This is an optimization exercise on Yosys and OpenROAD, whose aim is small area, a short achievable clock period and few clock cycles per item, not a production implementation. No run shown here included a check of the RTL's function; only the layout flow was run. Power and IR drop assume default switching activity.

==> design/flow/config.mk <==
export PLATFORM = sky130hd
export DESIGN_NAME = sqrt_mult_system
export DESIGN_NICKNAME = sqrt_mult_system
export VERILOG_FILES = /design/flow/design.v
export SDC_FILE = /design/flow/constraint.sdc
export NUM_CORES = 4
export LEC_CHECK = 0
export CAP_MARGIN = 20
export CORE_MARGIN = 2
export CORE_UTILIZATION = 40
export SETUP_SLACK_MARGIN = 2.2
export SLEW_MARGIN = 20
==> design/flow/constraint.sdc <==
create_clock -name core_clock -period 5.0 [get_ports {clk_i}]
set_input_delay 1.0000 -clock core_clock [delete_from_list [all_inputs] [get_ports {clk_i}]]
set_output_delay 1.0000 -clock core_clock [all_outputs]
set_load 0.01 [all_outputs]
==> design/flow/design.v <==
module sqrt_mult_system (
    input clk_i,
    input rst_i,
    input start_i,
    input [7:0] a_bi,
    input [7:0] b_bi,
    output [15:0] result,
    output done
);
    wire [17:0] d;
    wire p000;
    wire p001;
    wire p002;
    wire p003;
    wire p004;
    wire p005;
    wire p006;
    wire p007;
    wire p008;
    wire p009;
    wire p010;
    wire p011;
    wire p012;
    wire p013;
    wire p014;
    wire p015;
    wire p016;
    wire p017;
    wire p018;
    wire p019;
    wire p020;
    wire p021;
    wire p022;
    wire p023;
    wire p024;
    wire p025;
    wire p026;
    wire p027;
    wire p028;
    wire p029;
    wire p030;
    wire p031;
    wire p032;
    wire p033;
    wire p034;
    wire p035;
    wire p036;
    wire p037;
    wire p038;
    wire p039;
    wire p040;
    wire p041;
    wire p042;
    wire p043;
    wire p044;
    wire p045;
    wire p046;
    wire p047;
    wire p048;
    wire p049;
    wire p050;
    wire p051;
    wire p052;
    wire p053;
    wire p054;
    wire p055;
    wire p056;
    wire p057;
    wire p058;
    wire p059;
    wire p060;
    wire p061;
    wire p062;
    wire p063;
    wire p064;
    wire p065;
    wire p066;
    wire p067;
    wire p068;
    wire p069;
    wire p070;
    wire p071;
    wire p072;
    wire p073;
    wire p074;
    wire p075;
    wire p076;
    wire p077;
    wire p078;
    wire p079;
    wire p080;
    wire p081;
    wire p082;
    wire p083;
    wire p084;
    wire p085;
    wire p086;
    wire p087;
    wire p088;
    wire p089;
    wire p090;
    wire p091;
    wire p092;
    wire p093;
    wire p094;
    wire p095;
    wire p096;
    wire p097;
    wire p098;
    wire p099;
    wire p100;
    wire p101;
    wire p102;
    wire p103;
    wire p104;
    wire p105;
    wire p106;
    wire p107;
    wire p108;
    wire p109;
    wire p110;
    wire p111;
    wire p112;
    wire p113;
    wire p114;
    wire p115;
    wire p116;
    wire p117;
    wire p118;
    wire p119;
    wire p120;
    wire p121;
    wire p122;
    wire p123;
    wire p124;
    wire p125;
    wire p126;
    wire p127;
    wire p128;
    wire p129;
    wire p130;
    wire p131;
    wire p132;
    wire p133;
    wire p134;
    wire p135;
    wire p136;
    wire p137;
    wire p138;
    wire p139;
    wire p140;
    wire p141;
    wire p142;
    wire p143;
    wire p144;
    wire p145;
    wire p146;
    wire p147;
    wire p148;
    wire p149;
    wire p150;
    wire p151;
    wire p152;
    wire p153;
    wire p154;
    wire p155;
    wire p156;
    wire p157;
    wire p158;
    wire p159;
    wire p160;
    wire p161;
    wire p162;
    wire p163;
    wire p164;
    wire p165;
    wire p166;
    wire p167;
    wire p168;
    wire p169;
    wire p170;
    wire p171;
    wire p172;
    wire p173;
    wire p174;
    wire p175;
    wire p176;
    wire p177;
    wire p178;
    wire p179;
    wire p180;
    wire p181;
    wire p182;
    wire p183;
    wire p184;
    wire p185;
    wire p186;
    wire p187;
    wire p188;
    wire p189;
    wire p190;
    wire p191;
    wire p192;
    wire p193;
    wire p194;
    wire p195;
    wire p196;
    wire p197;
    wire p198;
    wire p199;
    wire p200;
    wire p201;
    wire p202;
    wire p203;
    wire p204;
    wire p205;
    wire p206;
    wire p207;
    wire p208;
    wire p209;
    wire p210;
    wire p211;
    wire p212;
    wire p213;
    wire p214;
    wire p215;
    wire p216;
    wire p217;
    wire p218;
    wire p219;
    wire p220;
    wire p221;
    wire p222;
    wire p223;
    wire p224;
    wire p225;
    wire p226;
    wire p227;
    wire p228;
    wire p229;
    wire p230;
    wire p231;
    wire p232;
    wire p233;
    wire p234;
    wire p235;
    wire p236;
    wire p237;
    wire p238;
    wire p239;
    wire p240;
    wire p241;
    wire p242;
    wire p243;
    wire p244;
    wire p245;
    wire p246;
    wire p247;
    wire p248;
    wire p249;
    wire p250;
    wire p251;
    wire p252;
    wire p253;
    wire p254;
    wire p255;
    wire p256;
    wire p257;
    wire p258;
    wire p259;
    wire p260;
    wire p261;
    wire p262;
    wire p263;
    wire p264;
    wire p265;
    wire p266;
    wire p267;
    wire p268;
    wire p269;
    wire p270;
    wire p271;
    wire p272;
    wire p273;
    wire p274;
    wire p275;
    wire p276;
    wire p277;
    wire p278;
    wire p279;
    wire p280;
    wire p281;
    wire p282;
    wire p283;
    wire p284;
    wire p285;
    wire p286;
    wire p287;
    wire p288;
    wire p289;
    wire p290;
    wire p291;
    wire p292;
    wire p293;
    wire p294;
    wire p295;
    wire p296;
    wire p297;
    wire p298;
    wire p299;
    wire p300;
    wire p301;
    wire p302;
    wire p303;
    wire p304;
    wire p305;
    wire p306;
    wire p307;
    wire p308;
    wire p309;
    wire p310;
    wire p311;
    wire p312;
    wire p313;
    wire p314;
    wire p315;
    wire p316;
    wire p317;
    wire p318;
    wire p319;
    wire p320;
    wire p321;
    wire p322;
    wire p323;
    wire p324;
    wire p325;
    wire p326;
    wire p327;
    wire p328;
    wire p329;
    wire p330;
    wire p331;
    wire p332;
    wire p333;
    wire p334;
    wire p335;
    wire p336;
    wire p337;
    wire p338;
    wire p339;
    wire p340;
    wire p341;
    wire p342;
    wire fl_p0;
    wire hv9;
    wire hv8;
    wire hv7;
    wire hv6;
    wire hv5;
    wire hv4;
    wire hv3;
    wire lv9;
    wire lv8;
    wire lv7;
    wire lv6;
    wire lv5;
    wire lv1;
    wire lv0;
    wire fl_s1_2g;
    wire fl_x1;
    wire fl_x2;
    assign p235 = b_bi[7] & b_bi[6];
    assign p246 = ~p235;
    assign p257 = ~b_bi[6];
    assign p268 = ~b_bi[7];
    assign p278 = p268 & p257;
    assign p283 = p278 & b_bi[4];
    assign p284 = ~p283;
    assign p285 = p284 & p246;
    assign p286 = ~p285;
    assign p287 = ~b_bi[1];
    assign p288 = ~b_bi[0];
    assign p289 = p288 & p287;
    assign p290 = ~b_bi[3];
    assign p291 = ~b_bi[2];
    assign p292 = p291 & p290;
    assign p293 = p292 & p289;
    assign p294 = ~p293;
    assign p295 = p294 & b_bi[5];
    assign p296 = p295 & p286;
    assign p297 = ~p296;
    assign p298 = p268 & p291;
    assign p299 = p298 & p289;
    assign p300 = ~p299;
    assign p301 = p268 & p290;
    assign p302 = ~p301;
    assign p303 = p302 & p300;
    assign p304 = b_bi[5] & b_bi[6];
    assign p305 = p304 & b_bi[4];
    assign p306 = ~p305;
    assign p307 = ~b_bi[5];
    assign p308 = ~b_bi[4];
    assign p309 = p308 & p307;
    assign p310 = p309 & p257;
    assign p311 = ~p310;
    assign p312 = p311 & p306;
    assign p313 = ~p312;
    assign p314 = p313 & p303;
    assign p315 = ~p314;
    assign p316 = p315 & p297;
    assign p317 = p292 & p308;
    assign p318 = b_bi[5] & p268;
    assign p319 = ~p318;
    assign p320 = p235 & p307;
    assign p321 = ~p320;
    assign p322 = p321 & p319;
    assign p323 = p289 & p291;
    assign p324 = ~p323;
    assign p325 = p324 & p278;
    assign p326 = ~p325;
    assign p327 = p326 & p322;
    assign p328 = ~p327;
    assign p329 = p328 & p317;
    assign p330 = ~p329;
    assign p331 = p257 & p291;
    assign p332 = p331 & p289;
    assign p333 = ~p332;
    assign p334 = p257 & p290;
    assign p335 = ~p334;
    assign p336 = p335 & p333;
    assign p337 = p307 & p268;
    assign p338 = p337 & b_bi[4];
    assign p339 = p338 & p294;
    assign p340 = p339 & p336;
    assign p341 = ~p340;
    assign p342 = p308 & p291;
    assign p000 = p342 & p289;
    assign p001 = ~p000;
    assign p002 = p308 & p290;
    assign p003 = ~p002;
    assign p004 = p003 & p001;
    assign p005 = p319 & p246;
    assign p006 = p005 & b_bi[5];
    assign p007 = p006 & p004;
    assign p008 = ~p007;
    assign p009 = p008 & p341;
    assign p010 = p009 & p330;
    assign p011 = p010 & p316;
    assign p012 = ~p011;
    assign p013 = ~p316;
    assign p014 = ~a_bi[0];
    assign p015 = p014 & a_bi[1];
    assign p016 = p015 & p013;
    assign p017 = ~p016;
    assign p018 = p017 & a_bi[2];
    assign p019 = p018 & p012;
    assign p020 = ~p019;
    assign p021 = ~p292;
    assign p022 = p310 & p021;
    assign p023 = ~p022;
    assign p024 = p023 & p005;
    assign p025 = ~p024;
    assign p026 = ~p322;
    assign p027 = p026 & p317;
    assign p028 = ~p027;
    assign p029 = p028 & p025;
    assign p030 = p029 & p316;
    assign p031 = ~p030;
    assign p032 = ~a_bi[2];
    assign p033 = p014 & p032;
    assign p034 = p033 & p013;
    assign p035 = ~p034;
    assign p036 = p035 & p031;
    assign p037 = ~p036;
    assign p038 = p037 & a_bi[1];
    assign p039 = ~p038;
    assign p040 = p039 & p020;
    assign p041 = ~p040;
    assign p042 = p311 & b_bi[7];
    assign p043 = ~p042;
    assign p044 = ~p309;
    assign p045 = p044 & p278;
    assign p046 = ~p045;
    assign p047 = p046 & p043;
    assign p048 = ~p047;
    assign p049 = p048 & a_bi[0];
    assign p050 = p049 & p041;
    assign p051 = ~p050;
    assign p052 = ~p049;
    assign p053 = p052 & p040;
    assign p054 = ~p053;
    assign fl_p0 = p054 & p051;
    assign p055 = ~a_bi[6];
    assign p056 = ~a_bi[4];
    assign p057 = a_bi[0] & a_bi[1];
    assign p058 = ~p057;
    assign p059 = p058 & p032;
    assign p060 = ~p059;
    assign p061 = p060 & a_bi[3];
    assign p062 = ~p061;
    assign p063 = p062 & p056;
    assign p064 = ~p063;
    assign p065 = p064 & a_bi[5];
    assign p066 = ~p065;
    assign p067 = p066 & p055;
    assign p068 = ~p067;
    assign p069 = p068 & a_bi[7];
    assign hv9 = p069 & p042;
    assign p070 = ~p069;
    assign p071 = ~a_bi[7];
    assign p072 = ~a_bi[5];
    assign p073 = ~a_bi[3];
    assign p074 = a_bi[1] & a_bi[2];
    assign p075 = ~p074;
    assign p076 = p075 & p073;
    assign p077 = ~p076;
    assign p078 = p077 & a_bi[4];
    assign p079 = ~p078;
    assign p080 = p079 & p072;
    assign p081 = ~p080;
    assign p082 = p081 & a_bi[6];
    assign p083 = ~p082;
    assign p084 = p083 & p071;
    assign p085 = ~p084;
    assign p086 = p085 & p070;
    assign p087 = p086 & p042;
    assign p088 = ~p087;
    assign p089 = ~p278;
    assign p090 = p043 & p089;
    assign p091 = p090 & a_bi[7];
    assign p092 = ~p091;
    assign p093 = p092 & p088;
    assign hv8 = ~p093;
    assign p094 = p090 & a_bi[6];
    assign p095 = ~p094;
    assign p096 = p045 & a_bi[7];
    assign p097 = ~p096;
    assign p098 = p097 & p095;
    assign p099 = p083 & p068;
    assign p100 = p099 & a_bi[7];
    assign p101 = ~p100;
    assign p102 = ~p099;
    assign p103 = p102 & p071;
    assign p104 = ~p103;
    assign p105 = p104 & p101;
    assign p106 = p105 & p042;
    assign p107 = ~p106;
    assign p108 = p107 & p098;
    assign hv7 = ~p108;
    assign p109 = p090 & a_bi[5];
    assign p110 = ~p109;
    assign p111 = p045 & a_bi[6];
    assign p112 = ~p111;
    assign p113 = p112 & p110;
    assign p114 = p081 & p066;
    assign p115 = ~p114;
    assign p116 = p115 & a_bi[6];
    assign p117 = ~p116;
    assign p118 = p114 & p055;
    assign p119 = ~p118;
    assign p120 = p119 & p117;
    assign p121 = ~p120;
    assign p122 = p121 & p042;
    assign p123 = ~p122;
    assign p124 = p123 & p113;
    assign hv6 = ~p124;
    assign p125 = p090 & a_bi[4];
    assign p126 = ~p125;
    assign p127 = p045 & a_bi[5];
    assign p128 = ~p127;
    assign p129 = p128 & p126;
    assign p130 = p079 & p064;
    assign p131 = p130 & a_bi[5];
    assign p132 = ~p131;
    assign p133 = ~p130;
    assign p134 = p133 & p072;
    assign p135 = ~p134;
    assign p136 = p135 & p132;
    assign p137 = p136 & p042;
    assign p138 = ~p137;
    assign p139 = p138 & p129;
    assign hv5 = ~p139;
    assign p140 = p090 & a_bi[3];
    assign p141 = ~p140;
    assign p142 = p045 & a_bi[4];
    assign p143 = ~p142;
    assign p144 = p143 & p141;
    assign p145 = p077 & p062;
    assign p146 = p145 & a_bi[4];
    assign p147 = ~p146;
    assign p148 = ~p145;
    assign p149 = p148 & p056;
    assign p150 = ~p149;
    assign p151 = p150 & p147;
    assign p152 = p151 & p042;
    assign p153 = ~p152;
    assign p154 = p153 & p144;
    assign hv4 = ~p154;
    assign p155 = p090 & a_bi[2];
    assign p156 = ~p155;
    assign p157 = p045 & a_bi[3];
    assign p158 = ~p157;
    assign p159 = p158 & p156;
    assign p160 = p075 & p060;
    assign p161 = p160 & a_bi[3];
    assign p162 = ~p161;
    assign p163 = ~p160;
    assign p164 = p163 & p073;
    assign p165 = ~p164;
    assign p166 = p165 & p162;
    assign p167 = p166 & p042;
    assign p168 = ~p167;
    assign p169 = p168 & p159;
    assign hv3 = ~p169;
    assign lv9 = p069 & p013;
    assign p170 = p086 & p013;
    assign p171 = ~p170;
    assign p172 = p030 & a_bi[7];
    assign p173 = ~p172;
    assign p174 = p173 & p171;
    assign lv8 = ~p174;
    assign p175 = p105 & p013;
    assign p176 = ~p175;
    assign p177 = ~p010;
    assign p178 = p177 & a_bi[7];
    assign p179 = ~p178;
    assign p180 = p179 & p176;
    assign p181 = p030 & a_bi[6];
    assign p182 = ~p181;
    assign p183 = p182 & p180;
    assign lv7 = ~p183;
    assign p184 = p121 & p013;
    assign p185 = ~p184;
    assign p186 = p177 & a_bi[6];
    assign p187 = ~p186;
    assign p188 = p187 & p185;
    assign p189 = p030 & a_bi[5];
    assign p190 = ~p189;
    assign p191 = p190 & p188;
    assign lv6 = ~p191;
    assign p192 = p136 & p013;
    assign p193 = ~p192;
    assign p194 = p177 & a_bi[5];
    assign p195 = ~p194;
    assign p196 = p195 & p193;
    assign p197 = p030 & a_bi[4];
    assign p198 = ~p197;
    assign p199 = p198 & p196;
    assign lv5 = ~p199;
    assign p200 = ~a_bi[1];
    assign p201 = p014 & p200;
    assign p202 = ~p201;
    assign p203 = p202 & p058;
    assign p204 = p203 & p013;
    assign p205 = ~p204;
    assign p206 = p177 & a_bi[1];
    assign p207 = ~p206;
    assign p208 = p207 & p205;
    assign p209 = p030 & a_bi[0];
    assign p210 = ~p209;
    assign p211 = p210 & p208;
    assign lv1 = ~p211;
    assign lv0 = p012 & a_bi[0];
    assign p212 = p166 & p013;
    assign p213 = ~p212;
    assign p214 = p177 & a_bi[3];
    assign p215 = ~p214;
    assign p216 = p215 & p213;
    assign p217 = p030 & a_bi[2];
    assign p218 = ~p217;
    assign p219 = p218 & p216;
    assign p220 = p045 & a_bi[1];
    assign p221 = ~p220;
    assign p222 = p203 & p042;
    assign p223 = ~p222;
    assign p224 = p223 & p221;
    assign p225 = p090 & a_bi[0];
    assign p226 = ~p225;
    assign p227 = p226 & p224;
    assign p228 = p227 & p219;
    assign p229 = ~p228;
    assign p230 = ~p219;
    assign p231 = ~p227;
    assign p232 = p231 & p230;
    assign p233 = ~p232;
    assign p234 = p233 & p051;
    assign p236 = ~p234;
    assign p237 = p236 & p229;
    assign p238 = ~p237;
    assign p239 = p048 & a_bi[2];
    assign p240 = p089 & a_bi[1];
    assign p241 = p240 & p052;
    assign p242 = ~p241;
    assign p243 = p242 & p239;
    assign p244 = ~p243;
    assign p245 = ~p239;
    assign p247 = p241 & p245;
    assign p248 = ~p247;
    assign p249 = p248 & p244;
    assign p250 = p151 & p013;
    assign p251 = ~p250;
    assign p252 = p177 & a_bi[4];
    assign p253 = ~p252;
    assign p254 = p253 & p251;
    assign p255 = p030 & a_bi[3];
    assign p256 = ~p255;
    assign p258 = p256 & p254;
    assign p259 = ~p258;
    assign p260 = p259 & p249;
    assign p261 = ~p260;
    assign p262 = ~p249;
    assign p263 = p258 & p262;
    assign p264 = ~p263;
    assign p265 = p264 & p261;
    assign p266 = ~p265;
    assign p267 = p266 & p238;
    assign p269 = ~p267;
    assign p270 = p258 & p249;
    assign p271 = ~p270;
    assign fl_s1_2g = p271 & p269;
    assign p272 = p233 & p229;
    assign p273 = ~p272;
    assign p274 = p273 & p050;
    assign p275 = ~p274;
    assign p276 = p272 & p051;
    assign p277 = ~p276;
    assign p279 = p277 & p275;
    assign fl_x1 = ~p279;
    assign p280 = p265 & p237;
    assign p281 = ~p280;
    assign p282 = p281 & p269;
    assign fl_x2 = ~p282;
    assign d = { hv9, hv8, hv7, hv6, hv5, hv4, hv3, lv9, lv8, lv7, lv6, lv5, fl_s1_2g, fl_x2, fl_x1, fl_p0, lv1, lv0 };
    reg        done_r;
    reg [4:0] res_lo;
    reg        cy_r;
    reg [4:0] up_lo;
    reg [6:0] up_hi;
    always @(posedge clk_i) begin
        done_r <= start_i & ~rst_i;
        {up_hi, up_lo, cy_r, res_lo} <= d;
    end
    wire [6:0] u;
    wire q000;
    wire q001;
    wire q002;
    wire q003;
    wire q004;
    wire q005;
    wire q006;
    wire q007;
    wire q008;
    wire q009;
    wire q010;
    wire q011;
    wire q012;
    wire q013;
    wire q014;
    wire q015;
    wire q016;
    wire q017;
    wire q018;
    wire q019;
    wire q020;
    wire q021;
    wire q022;
    wire q023;
    wire q024;
    wire q025;
    wire q026;
    wire q027;
    wire q028;
    wire q029;
    wire q030;
    wire q031;
    wire q032;
    wire q033;
    wire q034;
    wire q035;
    wire q036;
    wire q037;
    wire q038;
    wire q039;
    wire q040;
    wire q041;
    wire q042;
    wire q043;
    wire q044;
    wire q045;
    wire q046;
    wire q047;
    wire q048;
    wire q049;
    wire q050;
    wire q051;
    wire q052;
    wire q053;
    wire q054;
    wire q055;
    wire q056;
    wire q057;
    wire q058;
    wire q059;
    wire q060;
    wire q061;
    wire q062;
    wire q063;
    wire q064;
    wire q065;
    wire q066;
    wire q067;
    wire q068;
    wire q069;
    wire q070;
    wire q071;
    wire q072;
    wire q073;
    wire q074;
    wire q075;
    wire q076;
    wire q077;
    wire q078;
    wire q079;
    wire q080;
    wire q081;
    wire q082;
    wire q083;
    wire q084;
    wire q085;
    wire q086;
    wire q087;
    wire q088;
    wire q089;
    wire q090;
    wire q091;
    wire q092;
    wire q093;
    wire q094;
    wire q095;
    wire q096;
    wire q097;
    wire q098;
    wire q099;
    wire q100;
    wire q101;
    wire q102;
    wire q103;
    wire q104;
    wire q105;
    wire q106;
    wire q107;
    wire q108;
    wire q109;
    wire q110;
    wire q111;
    wire q112;
    wire q113;
    wire q114;
    wire q115;
    wire q116;
    wire q117;
    wire fu_x0;
    wire fu_x1;
    wire fu_x2;
    wire fu_x3;
    wire fu_x4;
    wire fu_x5;
    wire fu_x6;
    assign q043 = ~up_lo[0];
    assign q044 = q043 & up_hi[0];
    assign q045 = ~q044;
    assign q046 = ~up_hi[0];
    assign q047 = up_lo[0] & q046;
    assign q048 = ~q047;
    assign q049 = q048 & q045;
    assign q050 = q049 & cy_r;
    assign q051 = ~q050;
    assign q052 = ~cy_r;
    assign q053 = ~q049;
    assign q054 = q053 & q052;
    assign q055 = ~q054;
    assign q056 = q055 & q051;
    assign fu_x0 = ~q056;
    assign q057 = cy_r & up_lo[0];
    assign q058 = ~q057;
    assign q059 = q058 & q046;
    assign q060 = ~q059;
    assign q061 = q052 & q043;
    assign q062 = ~q061;
    assign q063 = q062 & q060;
    assign q064 = ~up_lo[1];
    assign q065 = q064 & up_hi[1];
    assign q066 = ~q065;
    assign q067 = ~up_hi[1];
    assign q068 = up_lo[1] & q067;
    assign q069 = ~q068;
    assign q070 = q069 & q066;
    assign q071 = ~q070;
    assign q072 = q071 & q063;
    assign q073 = ~q072;
    assign q074 = ~q063;
    assign q075 = q070 & q074;
    assign q076 = ~q075;
    assign fu_x1 = q076 & q073;
    assign q077 = up_lo[1] & up_hi[1];
    assign q078 = ~q077;
    assign q079 = q064 & q067;
    assign q080 = ~q079;
    assign q081 = q080 & q062;
    assign q082 = q081 & q060;
    assign q083 = ~q082;
    assign q084 = q083 & q078;
    assign q085 = ~q084;
    assign q086 = ~up_hi[2];
    assign q087 = ~up_lo[2];
    assign q088 = q087 & q086;
    assign q089 = ~q088;
    assign q090 = up_lo[2] & up_hi[2];
    assign q091 = ~q090;
    assign q092 = q091 & q089;
    assign q093 = q092 & q085;
    assign q094 = ~q093;
    assign q095 = ~q092;
    assign q096 = q095 & q084;
    assign q097 = ~q096;
    assign fu_x2 = q097 & q094;
    assign q098 = q094 & q091;
    assign q099 = ~q098;
    assign q100 = ~up_hi[3];
    assign q101 = ~up_lo[3];
    assign q102 = q101 & q100;
    assign q103 = ~q102;
    assign q104 = up_lo[3] & up_hi[3];
    assign q105 = ~q104;
    assign q106 = q105 & q103;
    assign q107 = q106 & q099;
    assign q108 = ~q107;
    assign q109 = ~q106;
    assign q110 = q109 & q098;
    assign q111 = ~q110;
    assign fu_x3 = q111 & q108;
    assign q112 = q106 & q092;
    assign q113 = q112 & q085;
    assign q114 = ~q113;
    assign q115 = q106 & q090;
    assign q116 = ~q115;
    assign q117 = q116 & q105;
    assign q000 = ~up_hi[4];
    assign q001 = ~up_lo[4];
    assign q002 = q001 & q000;
    assign q003 = ~q002;
    assign q004 = up_lo[4] & up_hi[4];
    assign q005 = ~q004;
    assign q006 = q005 & q003;
    assign q007 = ~q006;
    assign q008 = q007 & q117;
    assign q009 = q008 & q114;
    assign q010 = ~q009;
    assign q011 = q006 & q112;
    assign q012 = q011 & q085;
    assign q013 = ~q012;
    assign q014 = ~q117;
    assign q015 = q006 & q014;
    assign q016 = ~q015;
    assign q017 = q016 & q013;
    assign fu_x4 = q017 & q010;
    assign q018 = q017 & q005;
    assign q019 = q018 & up_hi[5];
    assign q020 = ~q019;
    assign q021 = ~up_hi[5];
    assign q022 = ~q018;
    assign q023 = q022 & q021;
    assign q024 = ~q023;
    assign q025 = q024 & q020;
    assign fu_x5 = ~q025;
    assign q026 = q006 & up_hi[5];
    assign q027 = q026 & q112;
    assign q028 = q027 & q085;
    assign q029 = ~q028;
    assign q030 = q026 & q014;
    assign q031 = ~q030;
    assign q032 = q031 & q029;
    assign q033 = q004 & up_hi[5];
    assign q034 = ~q033;
    assign q035 = q034 & q032;
    assign q036 = q035 & up_hi[6];
    assign q037 = ~q036;
    assign q038 = ~up_hi[6];
    assign q039 = ~q035;
    assign q040 = q039 & q038;
    assign q041 = ~q040;
    assign q042 = q041 & q037;
    assign fu_x6 = ~q042;
    assign u = { fu_x6, fu_x5, fu_x4, fu_x3, fu_x2, fu_x1, fu_x0 };
    assign result = {4'b0, u, res_lo};
    assign done   = done_r;
endmodule
==> design/flow/flow/run.sh <==
#!/bin/bash
# Layout flow: the standard ORFS flow, with two changes.
#  1. Synthesis is ORFS's own script (with the standard flow's -nofsm -noshare wrapper,
#     flatten and renaming, as in synth_recipe.tcl), but ABC maps with the
#     script in flow/abc.script (the logic feeding the output ports first,
#     with flow/abc_post.script if present), and full/half adder extraction
#     can be skipped.
#  2. The port buffers inserted during placement are buf cells instead of
#     the slow clkdlybuf cells that buffer_ports picks by default.
# Settings come from flow/params.sh. Each tool's output goes to its own log.
set -euo pipefail
HERE=$(pwd)
source "$HERE/flow/params.sh"
export MY_ABC_SCRIPT="$HERE/flow/abc.script"
if [ -f "$HERE/flow/abc_post.script" ]; then export MY_ABC_POST_SCRIPT="$HERE/flow/abc_post.script"; fi
export MY_NOFA
export BUFFER_PORTS_ARGS="-buffer_cell $PORT_BUFFER"
sed "s#SYNTH_SCRIPT=[^ ]*#SYNTH_SCRIPT=$HERE/flow/synth.tcl#" standard.sh > my_standard.sh
bash my_standard.sh finish > flow_make.log 2>&1
==> design/flow/flow/abc.script <==
strash
dch
map -a
topo
stime -c
==> design/flow/flow/abc_post.script <==
strash
dch
map -D 300
topo
stime -c
buffer -c
upsize -c -D 300
dnsize -c -D 300
==> design/flow/flow/params.sh <==
MY_NOFA=1
PORT_BUFFER=sky130_fd_sc_hd__buf_1
==> design/flow/flow/synth.tcl <==
# synth_recipe.tcl with hooks: abc runs flow/abc.script (MY_ABC_SCRIPT);
# when MY_ABC_POST_SCRIPT is set, the logic in the input cone of the output
# ports (back to the flip-flops) is mapped first, with that script; and
# extract_fa is skipped when MY_NOFA is 1.
proc synth {args} { yosys synth -nofsm -noshare {*}$args }
proc abc {args} {
  set out {}
  set skip 0
  foreach a $args {
    if {$skip} { set skip 0; continue }
    if {$a eq "-script" || $a eq "-D"} { set skip 1; continue }
    lappend out $a
  }
  if {[info exists ::env(MY_ABC_POST_SCRIPT)] && $::env(MY_ABC_POST_SCRIPT) ne ""} {
    set outp $out
    lappend outp -script $::env(MY_ABC_POST_SCRIPT)
    yosys select -set postcone o:* %ci*:-sky130_fd_sc_hd__dfxtp_1
    yosys abc {*}$outp @postcone
  }
  lappend out -script $::env(MY_ABC_SCRIPT)
  yosys abc {*}$out
}
if {$::env(MY_NOFA)} { proc extract_fa {args} {} }
source $::env(SCRIPTS_DIR)/synth.tcl
# left out here: clear keep_hierarchy, flatten, clean up, hide names made inside functions, write 1_2_yosys.v
==> design/flow/standard.sh <==
#!/bin/bash
# synth_recipe.tcl (not shown) runs the flow's synth.tcl, then flattens the netlist and writes it again
# the make line also repeats each setting of config.mk as NAME=value (left out here)
make -C /OpenROAD-flow-scripts/flow DESIGN_CONFIG=/design/flow/config.mk WORK_HOME=/design/flow/orfs CLKGATE_MAP_FILE= SYNTH_SCRIPT=/design/flow/synth_recipe.tcl "${@:-finish}"
==> results.txt, run 1 <==
Area growth from synthesis to layout -> 16.5%
Synth top area share -> 27.4%
DR iter-0 viols -> 46
Crit. End Element -> output pin
Die X-Extent -> 63.0 um
Post-synth EDFFs -> 0
Post-synthesis sequential area ratio -> 27.4%
Final min period -> 2.64 ns
Clk network pwr share -> 15.4%
Placed cell area -> 1490 sq um
Yosys warns -> 1
Crit-path leading delay family -> compound AO/OA/AOI/OAI gates
Worst endpoint required time -> 4.00 ns
Vias in the first global route -> 1,266
Path type of the worst min-delay path -> primary input to flip-flop
Port bufs -> 31
Initial Util -> 41.7%
Slowest-stage cell, CP -> dfxtp_1
Post-DP HPWL -> 2380 um
ANT nets after route -> 0
Switch Pwr -> 0.184 mW
First-pass GRT wire length -> 5080 um
Internal Power -> 0.289 mW
Final setup viols -> 0
Outcome -> timing/DRC/antenna clean
Layout cells sized above 1 -> 13.8%
Final wirelength -> 3040 um
Setup WS pre-CTS -> 1.75 ns
F_max -> 379 MHz
Top post-synthesis cells by area -> dfxtp_1, nor2_1, nand2_1
Synth area leader -> dfxtp_1
Slew Limit Fails -> 0
Critical path class -> flip-flop to output pin
CTS root buf -> clkbuf_4
I/O Pins -> 36
Asr flop ratio synth -> 0%
Gr usage total -> 15.3%
Mapped Area -> 1390 sq um
Drt wl/cell -> 10.4 um
Fin nets -> 266
Count of different cell masters after synthesis -> 27
CTS tree -> yes
Power density over the cells -> 292 nW/um^2
Final Instance Area -> 1620 sq um
Final period utilization -> 52.7%
Critical-path maximum fanout -> 4
Final worst slack -> 2.36 ns
Comb pwr share -> 44.0%
Max-cap viol count -> 0
CP cell instances -> o22ai_1, o22ai_2, buf_4, nand4_1, o211ai_1, nand2_1, buf_1
CTS Buf Count -> 3
Row count -> 21
Clock-pin slew on the worst setup and hold paths -> 0.10 ns
Via Count -> 1,443
Setup TNS -> 0 ns
Worst path max stage delay -> 0.44 ns
Sw frac -> 38.9%
Post-Synthesis Cells -> 211
Crit path DAT -> 1.64 ns
Pre-antenna DRT Iters -> 4
Die Ht -> 63.0 um
N_diodes -> 0
Number of remaining DRC errors -> 0
Yosys reg bits -> 19
CTS Sinks -> 19
Core Box Area -> 3340 sq um
WP buf/inv -> 2
Initial antenna violation count -> 0
Depth of the CTS H-tree -> 1
Avg Inst Size Synth -> 6.59 sq um
Max IR drop VDD -> 112 uV
Lkg Pwr -> 0.685 nW
Final Wtd Congestion -> 0.829
Startpoint types -> flip-flop
Main synth FF type -> dfxtp_1
Pin count of the biggest net entering global routing -> 12
Final hold viol count -> 0
Routed vias/inst -> 4.94
Unrepaired setup endpoints after global routing -> false
Bufs on Longest Clock Path -> 2
Die area -> 3960 sq um
Cts hold-fix bufs -> 0
GRT overflow -> 0
Part of the power in registers -> 40.7%
[through the flow]
| step | utilization (%) | power [mW] | std cells | hold slack (ns) |
|---|---|---|---|---|
| floorplan | - | 0.368 | 214 | 1.07 |
| CTS | 45.7 | 0.463 | 284 | 0.844 |
| global route | 48.5 | 0.514 | 292 | 0.846 |
| global placement | 44.7 | 0.389 | 280 | 1.15 |
| detailed placement | 44.7 | 0.389 | 280 | 1.16 |
| finish | 48.5 | 0.472 | 292 | 0.852 |
[cells in the final DEF (no fill, tap or decap)]
| cell type | count |
|---|---|
| a311oi_1 | 1 |
| clkinvlp_4 | 1 |
| nand4_1 | 3 |
| nor2_1 | 34 |
| a31oi_1 | 2 |
| inv_2 | 6 |
| nand3_1 | 5 |
| nand4_2 | 1 |
| o22ai_2 | 1 |
| clkinv_1 | 17 |
| inv_1 | 6 |
| and2_1 | 1 |
| o211ai_1 | 3 |
| dfxtp_1 | 19 |
| o221ai_1 | 7 |
| xor2_1 | 9 |
| o21ai_0 | 12 |
| nor3_1 | 3 |
| conb_1 | 4 |
| nor3_4 | 1 |
| a21oi_1 | 10 |
| o21ai_1 | 1 |
| a22oi_1 | 5 |
| clkinv_2 | 1 |
| a21oi_2 | 2 |
| clkbuf_4 | 3 |
| nand2_4 | 1 |
| nand2_2 | 1 |
| buf_1 | 28 |
| buf_4 | 8 |
| xnor2_1 | 4 |
| nand2_1 | 33 |
| o22ai_1 | 4 |
| o31ai_1 | 1 |
| nor2_2 | 2 |
| xor2_2 | 1 |
| or2_2 | 1 |
| clkbuf_2 | 3 |
| nand3_2 | 1 |
[routing by layer]
metal  track usage [%]  share of wire [%]
met1              19.9                 43
met2              26.6                 51
met3              1.62                5.6
met4              4.17                  0
met5                 0                  0
[flip-flops by register name, summed over array words and instances (netlist names)]
register,flops
up_hi,7
done_r,1
up_lo,5
cy_r,1
res_lo,5
[Yosys cell counts, drive strengths merged (2+ instances only)]
| library cell | n |
|---|---|
| nand4 | 4 |
| a22oi | 5 |
| o211ai | 3 |
| inv | 6 |
| nor2 | 36 |
| xor2 | 10 |
| o21ai | 13 |
| a21oi | 12 |
| xnor2 | 4 |
| a31oi | 2 |
| o221ai | 7 |
| clkinv | 24 |
| o22ai | 5 |
| nor3 | 4 |
| nand2 | 35 |
| nand3 | 6 |
| buf | 11 |
| dfxtp | 19 |
[power groups by stage]
stage	clock, mW	sequential (mW)	combinational (mW)
2_1_floorplan	0	0.199	0.169
4_1_cts	0.0761	0.192	0.194
5_1_grt	0.0826	0.196	0.236
3_5_place_dp	0	0.196	0.193
6_report	0.0725	0.192	0.208
3_3_place_gp	0	0.196	0.193
[final cells by class]
class / instances / area (sq um)
fill: 365 / 1720
multi-input combinational: 154 / 857
sequential: 19 / 380
timing repair buffer: 39 / 180
inverter: 30 / 116
tap: 46 / 57.6
clock buffer: 3 / 22.5
clock inverter: 1 / 5.00
[path summary, 6_finish.rpt]
check                 slack [ns]  start         end  depth (start not counted)
worst min-delay path        0.85  rst_i      done_r                          2
worst max-delay path        2.36   cy_r  result[11]                          7
[kinds of logic after synthesis]
kind of cell | count (synthesis) | share of synthesized area (%)
simple gates | 87 | 25.9
compound gates | 49 | 23.0
buf+inv | 41 | 14.0
flops | 19 | 27.4
xor+xnor | 14 | 9.36
other cells | 1 | 0.270
[what timing repair did]
action,in CTS,in global routing
endpoints found under the setup margin,2,6
pin swaps,0,6
resized for setup,2,17
setup buffers,0,8
==> run 2, diff against run 1 <==
--- a/design/flow/config.mk
+++ b/design/flow/config.mk
@@ -8,5 +8,5 @@
 export CAP_MARGIN = 20
 export CORE_MARGIN = 2
 export CORE_UTILIZATION = 40
-export SETUP_SLACK_MARGIN = 2.2
+export SETUP_SLACK_MARGIN = 2.4
 export SLEW_MARGIN = 20
==> results.txt, run 2 <==
N_diodes -> 0 (unchanged)
Avg Inst Size Synth -> 6.59 sq um (unchanged)
Initial Util -> 41.7% (unchanged)
Post-synth EDFFs -> 0 (unchanged)
Drt wl/cell -> 11.2 um (was 10.4 um)
Depth of the CTS H-tree -> 1 (unchanged)
Hold_ws -> 0.848 ns (was 0.852 ns)
Setup TNS -> 0 ns (unchanged)
Bufs on Longest Clock Path -> 2 (unchanged)
Synth top area share -> 27.4% (unchanged)
Pin count of the biggest net entering global routing -> 11 (was 12)
First-pass GRT wire length -> 5490 um (was 5080 um)
Final setup viols -> 0 (unchanged)
Post-synthesis sequential area ratio -> 27.4% (unchanged)
Final Wtd Congestion -> 0.867 (was 0.829)
Worst endpoint required time -> 4.00 ns (about the same)
CTS root buf -> clkbuf_4 (unchanged)
Cts hold-fix bufs -> 0 (unchanged)
F_max -> 402 MHz (was 379 MHz)
Utilization after layout -> 50.0% (was 48.5%)
Most common cell in the synthesized netlist -> nor2_1 (unchanged)
Crit. End Element -> output pin (unchanged)
Die Ht -> 63.0 um (unchanged)
Area growth from synthesis to layout -> 20.1% (was 16.5%)
Final hold viol count -> 0 (unchanged)
Clock-pin slew on the worst setup and hold paths -> 0.11 ns (was 0.10 ns)
Path type of the worst min-delay path -> primary input to flip-flop (unchanged)
Commonest non-fill, non-tap cells in the layout -> nor2_1, nand2_1, buf_1 (unchanged)
Main synth FF type -> dfxtp_1 (unchanged)
Outcome -> timing/DRC/antenna clean (unchanged)
Lkg Pwr -> 0.683 nW (was 0.685 nW)
CTS tree -> yes (unchanged)
Die area -> 3960 sq um (unchanged)
Final wirelength -> 3210 um (was 3040 um)
Power density over the cells -> 296 nW/um^2 (was 292 nW/um^2)
Final period utilization -> 49.7% (was 52.7%)
Synth area leader -> dfxtp_1 (unchanged)
Core Box Area -> 3340 sq um (unchanged)
I/O Pins -> 36 (unchanged)
CTS Buf Count -> 3 (unchanged)
Mapped Area -> 1390 sq um (unchanged)
Startpoint types -> flip-flop (unchanged)
GRT overflow -> 0 (unchanged)
Vias in the first global route -> 1,407 (was 1,266)
Gr usage total -> 16.8% (was 15.3%)
Routed vias/inst -> 5.02 (was 4.94)
Die X-Extent -> 63.0 um (unchanged)
Pre-antenna DRT Iters -> 4 (unchanged)
DR iter-0 viols -> 39 (was 46)
Post-DP HPWL -> 2460 um (was 2380 um)
Fin nets -> 262 (was 266)
Tot Pwr -> 0.495 mW (was 0.472 mW)
Via Count -> 1,447 (was 1,443)
Number of remaining DRC errors -> 0 (unchanged)
Max-cap viol count -> 0 (unchanged)
Crit path DAT -> 1.49 ns (was 1.64 ns)
Unrepaired setup endpoints after global routing -> true (was false)
Critical path class -> flip-flop to output pin (unchanged)
Slew Limit Fails -> 0 (unchanged)
Yosys reg bits -> 19 (unchanged)
Final min period -> 2.49 ns (was 2.64 ns)
Initial antenna violation count -> 0 (unchanged)
CTS Sinks -> 19 (unchanged)
Port bufs -> 31 (unchanged)
Asr flop ratio synth -> 0% (unchanged)
Max reg flops -> 7 (unchanged)
Yosys warns -> 1 (unchanged)
Row count -> 21 (unchanged)
Post-Synthesis Cells -> 211 (unchanged)
Synth top cells by count -> nor2_1, nand2_1, clkinv_1 (unchanged)
Top post-synthesis cells by area -> dfxtp_1, nor2_1, nand2_1 (unchanged)
Critical-path maximum fanout -> 5 (was 4)
Max IR drop VDD -> 134 uV (was 112 uV)
Count of different cell masters after synthesis -> 27 (unchanged)
Layout cells sized above 1 -> 19.0% (was 13.8%)
ANT nets after route -> 0 (unchanged)
## run 2: cell counts after synthesis
Identical to the previous run, type by type.
## run 2: logic make-up after synthesis
kind of cell	after synthesis	share of synthesized area, %
AND/OR/NAND/NOR	87	25.9
AO/OA/AOI/OAI	49	23.0
buffers and inverters	41	14.0
flip-flops	19	27.4
XOR/XNOR	14	9.36
other	1	0.270
## run 2: metrics by stage
stage / setup WS (ns) / instance area, sq um / std cells
detailed placement: 1.83 / 1510 / 280
global placement: 1.83 / 1510 / 280
finish: 2.51 / 1670 / 288
CTS: 2.39 / 1570 / 286
global route: 2.36 / 1670 / 288
floorplan: 2.42 / 1420 / 214
## run 2: per-layer routing
metal	vias to the layer above	part of all wire (%)	GRT usage, %
met1	642	43	18.4
met5	-	0	0
met2	37	52	32.6
met4	0	1.2	4.72
met3	7	4.2	2.70
li1	761	-	-
## run 2: cell type report
cell class	count	area [sq um]
sequential	19	390
clock buffer	4	26.3
inverter	30	123
timing repair buffer	35	158
fill	357	1670
tap	46	57.6
multi-input combinational	154	915
## run 2: path summary, 6_finish.rpt
path                     start   endpoint  slack, ns  cells past startpoint
worst max-delay path  up_lo[1]  result[9]       2.51                      6
worst min-delay path     rst_i     done_r       0.85                      2
## run 2: worst max-delay path: stages, from the launching register on
cell and delay (ns):
dfxtp_2 0.35, o22ai_1 0.27, o22ai_4 0.15, nand4_4 0.13
nand2_1 0.06, nor2_1 0.09, buf_1 0.15
## run 2: timing repair
action | in CTS | in global routing
gates resized for setup | 13 | 30
endpoints found under the setup margin | 6 | 6
pin swaps | 3 | 6
buffers inserted | 2 | 2
## run 2: power by group
group | total [mW] | internal (mW) | switching (mW)
clock network | 0.0763 | 0.0310 | 0.0453
registers | 0.198 | 0.179 | 0.0185
logic | 0.221 | 0.0871 | 0.134

==> what the ideal ports hide <==
The results above use ideal ports. As a check the final layouts listed here were re-extracted and re-timed, cells and wires unchanged.
Step 1, drivers: a clkbuf_16 drives clk_i and a buf_2 each remaining input, both assumed.
Step 2 also shifts input and output timing later by t, the mid clock arrival at the registers, as if the neighbouring blocks saw the same clock.
Slacks: no drivers / after step 1 / after step 2; pairs: no drivers / after step 1.
run	t, ns	setup WS [ns]	worst setup path after step 2	worst register clock-pin slew, ns	worst data-port slew with drivers (ns)
run 1	0.300	2.364 / 2.343 / 2.075	input to register	0.10 / 0.10	0.03
run 2	0.310	2.513 / 2.491 / 2.209	input to register	0.11 / 0.11	0.03
After both steps every run listed still meets setup and hold. The setup slack of run 2, which loses most, moves by -0.022 ns with the drivers and by -0.304 ns with both steps.
